Background: an optimization exercise with open tools, aiming at small area. Do not read the settings as production practice. Only simulation tests tie the RTL to the original design; equivalence was not proved. Power figures rest on the tool's default switching activity, not on a simulated workload.

// uart
module uart (
  input        clk,
  input        rst,               
  input        en_16_x_baud,      
  input  [7:0] tx_data_in,
  input        tx_write_buffer,
  input        tx_reset_buffer,
  output       tx_serial_out,
  output       tx_buffer_full,
  output       tx_buffer_half_full,
  input        rx_serial_in,
  output [7:0] rx_data_out,
  input        rx_read_buffer,
  input        rx_reset_buffer,
  output       rx_buffer_data_present,
  output       rx_buffer_full,
  output       rx_buffer_half_full
);
Size in the first run: ~640 cells after synthesis.
clock: 5.0 ns
lec_check: 0
cap_margin: 20
core_margin: 2
core_utilization: 40
cts_buf_list: sky130_fd_sc_hd__clkbuf_16
cts_cluster_diameter: 50
cts_cluster_size: 40
slew_margin: 20
run.sh (not shown) runs the stock make flow with config.mk's settings and CLKGATE_MAP_FILE= SYNTH_SCRIPT=/design/flow/synth_recipe.tcl, a recipe that flattens the netlist after the stock synthesis.
The baseline completed without violations.
Next try:
- CTS_CLUSTER_DIAMETER: 50 -> 60
- CTS_CLUSTER_SIZE: 40 -> 30
Outcome: The new run ran to the end with no violations. Clock power shrinks by 18%. Wire length grows by 0.50%. Utilization shrinks by 1.1 points. Power shrinks by 7.7%. Critical path depth is unchanged.
Next try:
==> flow/flow/run.sh (new file) <==
#!/bin/bash
# Own layout flow: the standard ORFS flow (same make targets, same config.mk and
# flow settings, same synthesis script and register mapping), with three changes:
#  1. ABC maps the combinational logic with the area-oriented script flow/area.abc
#     instead of ORFS's delay-oriented one (ORFS's synth.tcl is used otherwise unchanged);
#  2. clock tree synthesis gets explicit clustering settings and no dummy loads;
#  3. the port buffers that buffer_ports inserts are sky130_fd_sc_hd__buf_1.
# Each tool's output goes to orfs/logs (ORFS's own logs) and to make.log here.
set -euo pipefail
W=$(pwd)
export FLOW_OWN_ABC="$W/flow/area.abc"
export CTS_ARGS="-sink_clustering_enable -repair_clock_nets -sink_clustering_size 20 -sink_clustering_max_diameter 50 -buf_list sky130_fd_sc_hd__clkbuf_8 -dont_use_dummy_load"
export BUFFER_PORTS_ARGS="-buffer_cell sky130_fd_sc_hd__buf_1"

# standard.sh's make command line, with our synthesis script in place of synth_recipe.tcl
cmd=$(grep '^make ' standard.sh)
cmd=${cmd//"SYNTH_SCRIPT=$W/synth_recipe.tcl"/"SYNTH_SCRIPT=$W/flow/synth.tcl"}
cmd=${cmd//'"${@:-finish}"'/finish}
echo "$cmd" > make_cmd.txt
eval "$cmd" > make.log 2>&1

results=$W/orfs/results/$FLOW_PLATFORM/uart/base
: # left out here: write the final layout as DEF
==> flow/flow/area.abc (new file) <==
&get -n
&st
&dch -f
&nf -R 1000
&put
==> flow/flow/synth.tcl (new file) <==
# synth_recipe.tcl (the standard flow's synthesis), except that ORFS's synth.tcl is run with its ABC
# call using the script in $FLOW_OWN_ABC; everything else is ORFS's synth.tcl as it is.
proc synth {args} { yosys synth -nofsm -noshare {*}$args }
set fh [open $::env(SCRIPTS_DIR)/synth.tcl]
set orfs_synth [read $fh]
close $fh
set from {log_cmd abc {*}$abc_args}
set to {log_cmd abc -script $::env(FLOW_OWN_ABC) {*}[lrange $abc_args 2 end]}
if {[string first $from $orfs_synth] < 0} { error "ORFS synth.tcl has no ABC call to replace" }
set orfs_synth [string map [list $from $to] $orfs_synth]
eval $orfs_synth
# left out here: clear keep_hierarchy, flatten, clean up, hide names made inside functions, write 1_2_yosys.v
==> flow/standard.sh (new file) <==
#!/bin/bash
# synth_recipe.tcl (not shown) runs the flow's synth.tcl, then flattens the netlist and writes it again
# the make line also repeats each setting of config.mk as NAME=value (left out here)
make -C /OpenROAD-flow-scripts/flow DESIGN_CONFIG=/design/flow/config.mk WORK_HOME=/design/flow/orfs CLKGATE_MAP_FILE= SYNTH_SCRIPT=/design/flow/synth_recipe.tcl "${@:-finish}"
- CTS_BUF_LIST: sky130_fd_sc_hd__clkbuf_16 -> unset
- CTS_CLUSTER_DIAMETER: 60 -> unset
- CTS_CLUSTER_SIZE: 30 -> unset
removed: flow/run.sh
Outcome:
- cell count is lower by 3.4%
- setup slack is better by 0.21 ns
- total power shrinks by 0.30%
- worst hold slack hardly moves
- core utilization falls by 1.2 points
- wire length went down by 4.1%
- final area fell by 5.6%
- maximum frequency is higher by 7.2%
- count of clock-buffer cells in the layout went up by 5
- synthesized area falls by 2.5%

Setup of willow:
Another version of the RTL of uart (not shown whole).
Size: ~550 cells after synthesis, ~30 I/O pins.
==> flow/config.mk <==
export PLATFORM = sky130hd
export DESIGN_NAME = uart
export DESIGN_NICKNAME = uart
export VERILOG_FILES = /design/flow/design.v
export SDC_FILE = /design/flow/constraint.sdc
export NUM_CORES = 8
export LEC_CHECK = 0
export CAP_MARGIN = 20
export CORE_MARGIN = 2
export CORE_UTILIZATION = 40
export SLEW_MARGIN = 20
==> flow/constraint.sdc <==
create_clock -name core_clock -period 5.0 [get_ports {clk}]
set_input_delay 1.0000 -clock core_clock [delete_from_list [all_inputs] [get_ports {clk}]]
set_output_delay 1.0000 -clock core_clock [all_outputs]
set_load 0.01 [all_outputs]
standard.sh (not shown) runs the stock make flow with config.mk's settings and CLKGATE_MAP_FILE= SYNTH_SCRIPT=/design/flow/synth_recipe.tcl, a recipe that flattens the netlist after the stock synthesis.
==> flow/flow/run.sh <==
#!/bin/bash
# Own layout flow: the standard ORFS flow (same make targets, same config.mk and
# flow settings, same synthesis script and register mapping), with three changes:
#  1. ABC maps the combinational logic with the area-oriented script flow/area.abc
#     instead of ORFS's delay-oriented one (ORFS's synth.tcl is used otherwise unchanged);
#  2. clock tree synthesis gets explicit clustering settings and no dummy loads;
#  3. the port buffers that buffer_ports inserts are sky130_fd_sc_hd__buf_1.
# Each tool's output goes to orfs/logs (ORFS's own logs) and to make.log here.
set -euo pipefail
W=$(pwd)
if [ -f flow/params.sh ]; then source flow/params.sh; fi
export FLOW_OWN_ABC="$W/flow/area.abc"
export CTS_ARGS="-sink_clustering_enable -repair_clock_nets -sink_clustering_size ${CTS_SIZE:-20} -sink_clustering_max_diameter ${CTS_DIAM:-50} -buf_list sky130_fd_sc_hd__clkbuf_${CTS_BUF:-8} -dont_use_dummy_load"
export BUFFER_PORTS_ARGS="-buffer_cell sky130_fd_sc_hd__buf_1"

# standard.sh's make command line, with our synthesis script in place of synth_recipe.tcl
cmd=$(grep '^make ' standard.sh)
cmd=${cmd//"SYNTH_SCRIPT=$W/synth_recipe.tcl"/"SYNTH_SCRIPT=$W/flow/synth.tcl"}
cmd=${cmd//'"${@:-finish}"'/finish}
echo "$cmd" > make_cmd.txt
eval "$cmd" > make.log 2>&1

results=$W/orfs/results/$FLOW_PLATFORM/uart/base
: # left out here: write the final layout as DEF
==> flow/flow/area.abc <==
strash
&get -n
&st
&dch -f
&nf -R 1000
&put
strash
&get -n
&st
&dch -f
&nf -R 1000
&put
strash
&get -n
&st
&dch -f
&nf -R 1000
&put
strash
&get -n
&st
&dch -f
&nf -R 1000
&put
==> flow/flow/params.sh <==
CTS_SIZE=10
CTS_DIAM=40
CTS_BUF=4
==> flow/flow/synth.tcl <==
# synth_recipe.tcl (the standard flow's synthesis), except that ORFS's synth.tcl is run with its ABC
# call using the script in $FLOW_OWN_ABC and without its adder mapping; everything else
# is ORFS's synth.tcl as it is.
proc synth {args} { yosys synth -nofsm -noshare {*}$args }
# no separate full/half-adder mapping: ABC maps the counters' logic with the rest
set ::env(ADDER_MAP_FILE) ""
set fh [open $::env(SCRIPTS_DIR)/synth.tcl]
set orfs_synth [read $fh]
close $fh
set from {log_cmd abc {*}$abc_args}
set to {log_cmd abc -script $::env(FLOW_OWN_ABC) {*}[lrange $abc_args 2 end]}
if {[string first $from $orfs_synth] < 0} { error "ORFS synth.tcl has no ABC call to replace" }
set orfs_synth [string map [list $from $to] $orfs_synth]
eval $orfs_synth
# left out here: clear keep_hierarchy, flatten, clean up, hide names made inside functions, write 1_2_yosys.v
willow: all stages complete, timing, DRC and antenna checks passed
--- input diff willow..delta ---
# willow
export LEC_CHECK = 0
export CAP_MARGIN = 20
export CORE_MARGIN = 2
export CORE_UTILIZATION = 40
export SLEW_MARGIN = 20
create_clock -name core_clock -period 5.0 [get_ports {clk}]
# delta
export LEC_CHECK = 0
export CAP_MARGIN = 20
export CORE_MARGIN = 2
export CORE_UTILIZATION = 75
export PLACE_DENSITY = 0.9
export SLEW_MARGIN = 20
create_clock -name core_clock -period 5.0 [get_ports {clk}]
removed: flow/flow/params.sh
Results
Taking willow as the reference point, the global-route usage of delta rises by 13 points. Taking willow as 1.0, delta lands at 1.3 on average routed wire per standard cell. delta against willow: design area now sits lower; initial core utilization rose 36 points; area of the die fell 46%. | slack of the critical path | delta vs willow | 24 ps lower |. Maximum level of the CTS H-tree for delta: 1 down relative to willow. [compare] base=willow new=delta: global-route wire length before repair increased about 4.4%; maximum clock frequency dropped about 0.8%.
Inputs modified between delta and quartz:
# delta
export LEC_CHECK = 0
export CAP_MARGIN = 20
export CORE_MARGIN = 2
export CORE_UTILIZATION = 75
export PLACE_DENSITY = 0.9
export SLEW_MARGIN = 20
create_clock -name core_clock -period 5.0 [get_ports {clk}]
# quartz
export LEC_CHECK = 0
export CAP_MARGIN = 20
export CORE_MARGIN = 2
export CORE_UTILIZATION = 40
export SLEW_MARGIN = 20
create_clock -name core_clock -period 5.0 [get_ports {clk}]
--- a/flow/flow/run.sh
+++ b/flow/flow/run.sh
@@ -11,5 +11,5 @@
 if [ -f flow/params.sh ]; then source flow/params.sh; fi
 export FLOW_OWN_ABC="$W/flow/area.abc"
-export CTS_ARGS="-sink_clustering_enable -repair_clock_nets -sink_clustering_size ${CTS_SIZE:-20} -sink_clustering_max_diameter ${CTS_DIAM:-50} -buf_list sky130_fd_sc_hd__clkbuf_${CTS_BUF:-8} -dont_use_dummy_load"
+export CTS_ARGS="${CTS_ARGS_OVERRIDE:--sink_clustering_enable -repair_clock_nets -sink_clustering_size ${CTS_SIZE:-20} -sink_clustering_max_diameter ${CTS_DIAM:-50} -buf_list sky130_fd_sc_hd__clkbuf_${CTS_BUF:-8} -dont_use_dummy_load}"
 export BUFFER_PORTS_ARGS="-buffer_cell sky130_fd_sc_hd__buf_1"
 
==> flow/flow/params.sh (new file) <==
CTS_ARGS_OVERRIDE="-sink_clustering_enable -repair_clock_nets -buf_list sky130_fd_sc_hd__clkbuf_8 -dont_use_dummy_load"
[summary]
Minimum period implied by the final worst setup slack: quartz < delta
On fraction of area in non-clock buffers, quartz and delta are neck and neck.
Changes observed in quartz relative to delta: clock network latency to the later pin of the worst-skew pair stayed essentially flat; core utilization fell by 37 points; number of placement rows rose by 16; power rose by 0.53 mW.
Going from delta to quartz, worst setup slack after layout now sits higher; sequential fraction of design power dropped 8.3 points; worst IR drop on VDD moved down; routed length per instance went down by 5.6 um.
The inputs of violet differ from those of quartz as listed below.
# quartz
export LEC_CHECK = 0
export CAP_MARGIN = 20
export CORE_MARGIN = 2
export CORE_UTILIZATION = 40
export SLEW_MARGIN = 20
create_clock -name core_clock -period 5.0 [get_ports {clk}]
# violet
export LEC_CHECK = 0
export CAP_MARGIN = 20
export CORE_MARGIN = 2
export CORE_UTILIZATION = 60
export PLACE_DENSITY = 0.8
export SLEW_MARGIN = 20
create_clock -name core_clock -period 5.0 [get_ports {clk}]
--- a/flow/flow/run.sh
+++ b/flow/flow/run.sh
@@ -11,5 +11,5 @@
 if [ -f flow/params.sh ]; then source flow/params.sh; fi
 export FLOW_OWN_ABC="$W/flow/area.abc"
-export CTS_ARGS="${CTS_ARGS_OVERRIDE:--sink_clustering_enable -repair_clock_nets -sink_clustering_size ${CTS_SIZE:-20} -sink_clustering_max_diameter ${CTS_DIAM:-50} -buf_list sky130_fd_sc_hd__clkbuf_${CTS_BUF:-8} -dont_use_dummy_load}"
+export CTS_ARGS="-sink_clustering_enable -repair_clock_nets -sink_clustering_size ${CTS_SIZE:-20} -sink_clustering_max_diameter ${CTS_DIAM:-50} -buf_list sky130_fd_sc_hd__clkbuf_${CTS_BUF:-8} -dont_use_dummy_load"
 export BUFFER_PORTS_ARGS="-buffer_cell sky130_fd_sc_hd__buf_1"
 
==> flow/flow/params.sh <==
CTS_SIZE=20
CTS_DIAM=70
CTS_BUF=8
Notes after the runs:
Core utilization (higher): violet. quartz was larger in final cell area than violet. The start point of the critical path comes out transmit.buf_0.pointer[0] in one run and transmit.buf_0.pointer[1] in the other, namely in violet and quartz respectively. [compare] base=quartz new=violet: sequential portion of the cell area went up by 3.4 points; maximum frequency went down by about 0.6%; total power draw went down by 13%; met3 track demand over resource in global routing went up by 0.31 points.

==> port drivers added, routing unchanged <==
The results above use ideal ports. As a check the final layouts listed here were re-extracted and re-timed, cells and wires unchanged. Step 1 assumes that a clkbuf_16 drives the clock port and a buf_2 every other input. Step 2, shift: input delay + t, output delay - t, t = (earliest + latest rising clock arrival at the registers) / 2. This alone moves slack from input paths to output paths. Slacks: ideal ports / drivers / drivers and shift; pairs: ideal ports / drivers.
run | t (ns) | setup slack, ns | worst setup path after step 2
the first run of note 1 | 0.587 | 1.779 / 1.734 / 1.909 | input to register
the second run of note 1 | 0.562 | 1.782 / 1.737 / 1.774 | input to register
the third run of note 1 | 0.580 | 1.997 / 1.997 / 1.764 | input to register
willow | 0.634 | 2.051 / 2.011 / 1.983 | input to register
delta | 0.545 | 2.027 / 1.992 / 1.791 | input to register
quartz | 0.558 | 2.166 / 2.127 / 1.927 | input to register
violet | 0.546 | 2.148 / 2.108 / 1.937 | input to register
After both steps setup and hold are still met in every run listed. The setup slack of quartz, which loses most, moves by -0.039 ns with the drivers and by -0.239 ns with both steps.
